This design comes from an exercise in tuning for small area, a short achievable clock period and few clock cycles on the open sky130 flow, not from production work. RTL that was checked went through simulation tests only; none was proved equivalent to the original.

==> umber <==
==> flow/design.v (excerpt) <==
module seq_mult #(parameter n = 32)
				(input start, rst, clk,
				input [n-1:0] a, b,
				output valid,
				output [2*n-1:0] result);
==> flow/config.mk <==
export PLATFORM = sky130hd
export DESIGN_NAME = seq_mult
export DESIGN_NICKNAME = seq_mult
export VERILOG_FILES = /design/flow/design.v
export SDC_FILE = /design/flow/constraint.sdc
export NUM_CORES = 4
export LEC_CHECK = 0
export ABC_AREA = 1
export CAP_MARGIN = 20
export CORE_MARGIN = 2
export CORE_UTILIZATION = 40
export SETUP_SLACK_MARGIN = 1.3
export SLEW_MARGIN = 20
export SYNTH_HIERARCHICAL = 1
==> flow/constraint.sdc <==
create_clock -name core_clock -period 5.0 [get_ports {clk}]
set_input_delay 1.0000 -clock core_clock [delete_from_list [all_inputs] [get_ports {clk}]]
set_output_delay 1.0000 -clock core_clock [all_outputs]
set_load 0.01 [all_outputs]
standard.sh (not shown) runs the stock make flow with config.mk's settings and CLKGATE_MAP_FILE= SYNTH_SCRIPT=/design/flow/synth_recipe.tcl, a recipe that flattens the netlist after the stock synthesis.
==> flow/flow/run.sh <==
#!/bin/bash
# The standard layout, with the port buffers made of buf_1 cells
# instead of the default clkdlybuf4s50_1. The make output goes to make.log.
set -euo pipefail
bash standard.sh "BUFFER_PORTS_ARGS=-buffer_cell sky130_fd_sc_hd__buf_1" finish > make.log 2>&1
==> inputs of nickel, as changes to umber <==
--- a/flow/design.v
+++ b/flow/design.v
@@ -175,56 +175,47 @@
 	reg [23:0] l;
 	reg        lb, ngd;
 	reg [1:0]  p01;
 	reg [1:0]  cnt;
 	reg        run, pend, vld;
-	reg        ldr;                 
-	wire       ld = ldr;
+	function [15:0] sel;
+		input [7:0] x;
+		input y;
+		integer k;
+		reg [8:0] xy;
+		reg x1, x0, p;
+		begin
+			xy = {x, y};
+			for (k = 0; k < 4; k = k + 1) begin
+				x1 = xy[2*k+2];
+				x0 = xy[2*k+1];
+				p  = xy[2*k];
+				sel[k]       = ~x1 & (x0 ^ p);
+				sel[4+k]   = ~x1 & x0 & p;
+				sel[8+k] = x1 & (x0 ^ p);
+				sel[12+k] = x1 & ~x0 & ~p;
+			end
+		end
+	endfunction
+	wire       ld = ~run;
 	wire [31:0] bm = ld ? b : breg;
-	wire [8:0] xsel = {ld ? a[9:2] : l[7:0], lb & ~ld};
+	wire [15:0] seli = sel(ld ? a[9:2] : l[7:0], lb & ~ld);
 	wire [32:0] hsi = ld ? {1'b1, 2'b00, b[31:2] & {30{a[0]}}} : hs;
 	wire [32:0] hci = ld ? {2'b00, b[31:1] & {31{a[1]}}} : hc;
 	wire       c2i = ld & a[0] & a[1] & b[0] & b[1];
 	wire [7:0] sli = sl & {8{run}};
 	wire [7:0] cli = cl & {8{run}};
 	wire       ngdi = ngd & run;
-	wire [32:0] pb1 = {1'b0, bm};
-	wire [32:0] pb2 = {bm, 1'b0};
-	wire [3:0] p1l, p2l, n1l, n2l, p1h, p2h, n1h, n2h;
-	wire [3:0] ng = n1l | n2l;
-	booth_enc u_enc0l (.x1(xsel[2]), .x0(xsel[1]), .p(xsel[0]),
-		.p1(p1l[0]), .p2(p2l[0]), .n1(n1l[0]), .n2(n2l[0]));
-	booth_enc u_enc0h (.x1(xsel[2]), .x0(xsel[1]), .p(xsel[0]),
-		.p1(p1h[0]), .p2(p2h[0]), .n1(n1h[0]), .n2(n2h[0]));
-	wire [33:0] pp0;
-	assign pp0[33] = ~ng[0];
-	assign pp0[16:0] = ({17{p1l[0]}} & pb1[16:0]) | ({17{p2l[0]}} & pb2[16:0]) | ({17{n1l[0]}} & ~pb1[16:0]) | ({17{n2l[0]}} & ~pb2[16:0]);
-	assign pp0[32:17] = ({16{p1h[0]}} & pb1[32:17]) | ({16{p2h[0]}} & pb2[32:17]) | ({16{n1h[0]}} & ~pb1[32:17]) | ({16{n2h[0]}} & ~pb2[32:17]);
-	booth_enc u_enc1l (.x1(xsel[4]), .x0(xsel[3]), .p(xsel[2]),
-		.p1(p1l[1]), .p2(p2l[1]), .n1(n1l[1]), .n2(n2l[1]));
-	booth_enc u_enc1h (.x1(xsel[4]), .x0(xsel[3]), .p(xsel[2]),
-		.p1(p1h[1]), .p2(p2h[1]), .n1(n1h[1]), .n2(n2h[1]));
-	wire [33:0] pp1;
-	assign pp1[33] = ~ng[1];
-	assign pp1[16:0] = ({17{p1l[1]}} & pb1[16:0]) | ({17{p2l[1]}} & pb2[16:0]) | ({17{n1l[1]}} & ~pb1[16:0]) | ({17{n2l[1]}} & ~pb2[16:0]);
-	assign pp1[32:17] = ({16{p1h[1]}} & pb1[32:17]) | ({16{p2h[1]}} & pb2[32:17]) | ({16{n1h[1]}} & ~pb1[32:17]) | ({16{n2h[1]}} & ~pb2[32:17]);
-	booth_enc u_enc2l (.x1(xsel[6]), .x0(xsel[5]), .p(xsel[4]),
-		.p1(p1l[2]), .p2(p2l[2]), .n1(n1l[2]), .n2(n2l[2]));
-	booth_enc u_enc2h (.x1(xsel[6]), .x0(xsel[5]), .p(xsel[4]),
-		.p1(p1h[2]), .p2(p2h[2]), .n1(n1h[2]), .n2(n2h[2]));
-	wire [33:0] pp2;
-	assign pp2[33] = ~ng[2];
-	assign pp2[16:0] = ({17{p1l[2]}} & pb1[16:0]) | ({17{p2l[2]}} & pb2[16:0]) | ({17{n1l[2]}} & ~pb1[16:0]) | ({17{n2l[2]}} & ~pb2[16:0]);
-	assign pp2[32:17] = ({16{p1h[2]}} & pb1[32:17]) | ({16{p2h[2]}} & pb2[32:17]) | ({16{n1h[2]}} & ~pb1[32:17]) | ({16{n2h[2]}} & ~pb2[32:17]);
-	booth_enc u_enc3l (.x1(xsel[8]), .x0(xsel[7]), .p(xsel[6]),
-		.p1(p1l[3]), .p2(p2l[3]), .n1(n1l[3]), .n2(n2l[3]));
-	booth_enc u_enc3h (.x1(xsel[8]), .x0(xsel[7]), .p(xsel[6]),
-		.p1(p1h[3]), .p2(p2h[3]), .n1(n1h[3]), .n2(n2h[3]));
-	wire [33:0] pp3;
-	assign pp3[33] = ~ng[3];
-	assign pp3[16:0] = ({17{p1l[3]}} & pb1[16:0]) | ({17{p2l[3]}} & pb2[16:0]) | ({17{n1l[3]}} & ~pb1[16:0]) | ({17{n2l[3]}} & ~pb2[16:0]);
-	assign pp3[32:17] = ({16{p1h[3]}} & pb1[32:17]) | ({16{p2h[3]}} & pb2[32:17]) | ({16{n1h[3]}} & ~pb1[32:17]) | ({16{n2h[3]}} & ~pb2[32:17]);
+	wire [3:0] p1 = seli[3:0];
+	wire [3:0] p2 = seli[7:4];
+	wire [3:0] n1 = seli[11:8];
+	wire [3:0] n2 = seli[15:12];
+	wire [3:0] ng = n1 | n2;
+	wire [33:0] pp0 = {~ng[0], ({33{p1[0]}} & {1'b0, bm}) | ({33{p2[0]}} & {bm, 1'b0}) | ({33{n1[0]}} & ~{1'b0, bm}) | ({33{n2[0]}} & ~{bm, 1'b0})};
+	wire [33:0] pp1 = {~ng[1], ({33{p1[1]}} & {1'b0, bm}) | ({33{p2[1]}} & {bm, 1'b0}) | ({33{n1[1]}} & ~{1'b0, bm}) | ({33{n2[1]}} & ~{bm, 1'b0})};
+	wire [33:0] pp2 = {~ng[2], ({33{p1[2]}} & {1'b0, bm}) | ({33{p2[2]}} & {bm, 1'b0}) | ({33{n1[2]}} & ~{1'b0, bm}) | ({33{n2[2]}} & ~{bm, 1'b0})};
+	wire [33:0] pp3 = {~ng[3], ({33{p1[3]}} & {1'b0, bm}) | ({33{p2[3]}} & {bm, 1'b0}) | ({33{n1[3]}} & ~{1'b0, bm}) | ({33{n2[3]}} & ~{bm, 1'b0})};
 	wire s1, c2;
 	wire s3, c4;
 	wire s5, c6;
 	wire s7, c8;
 	wire s9, c10;
@@ -526,27 +517,24 @@
 		end
 	end
 	always @(posedge clk) begin
 		if (rst) begin
 			run  <= 1'b0;
-			ldr  <= 1'b1;
 			pend <= 1'b0;
 			vld  <= 1'b0;
 		end else begin
 			vld <= 1'b0;
 			if (!run) begin
 				if (start | pend) begin
 					run  <= 1'b1;
-					ldr  <= 1'b0;
 					pend <= 1'b0;
 					cnt  <= 2'd0;
 				end
 			end else begin
 				cnt <= cnt + 1'b1;
 				if (cnt == 2'd2) begin
 					run  <= 1'b0;
-					ldr  <= 1'b1;
 					pend <= start;
 					vld  <= ~start;
 				end
 			end
 		end
@@ -561,11 +549,5 @@
 endmodule
 module csa_ha (input a, b, output s, co);
 	assign s  = a ^ b;
 	assign co = a & b;
 endmodule
-module booth_enc (input x1, x0, p, output p1, p2, n1, n2);
-	assign p1 = ~x1 & (x0 ^ p);
-	assign p2 = ~x1 & x0 & p;
-	assign n1 = x1 & (x0 ^ p);
-	assign n2 = x1 & ~x0 & ~p;
-endmodule
Settings changed: CTS_BUF_LIST set to sky130_fd_sc_hd__clkbuf_8.
==> notes <==
Clock skew: umber is higher than nickel (2.7 ps). Between umber and nickel, the lower synthesized cell count is in nickel (gap 2.7%, measured against nickel). In nickel the die area is lower than in umber, by about 2.8%. Worst hold slack: umber is lower than nickel (3.1 ps).
Testbench counts of nickel, summed over its fixed seeds: cycles 8,000.
No functional check of the RTL was part of umber.

-- static timing again, ports no longer ideal --
Ports are ideal in the flow. The routed layouts listed here were re-timed in OpenROAD. Step 1 assumes that a clkbuf_16 drives the clock port and a buf_2 every other input. Step 2 moves the port delays by t, midway between the first and last clock arrival at a register: inputs arrive t later, outputs are due t later. That takes back most of the time a late clock gives input paths. Slacks: no drivers / after step 1 / after step 2; pairs: no drivers / after step 1.
run | t, ns | slack for setup (ns) | clock arrival spread, ns | worst slew at a driven data input, ns
umber | 0.490 | 1.423 / 1.436 / 0.955 | 0.026 / 0.026 | 0.04
nickel | 0.532 | 1.383 / 1.365 / 0.910 | 0.026 / 0.025 | 0.04
After both steps setup and hold are still met in every run listed. For nickel, which loses most, drivers alone change the setup slack by -0.018 ns; drivers and shift together by -0.473 ns.
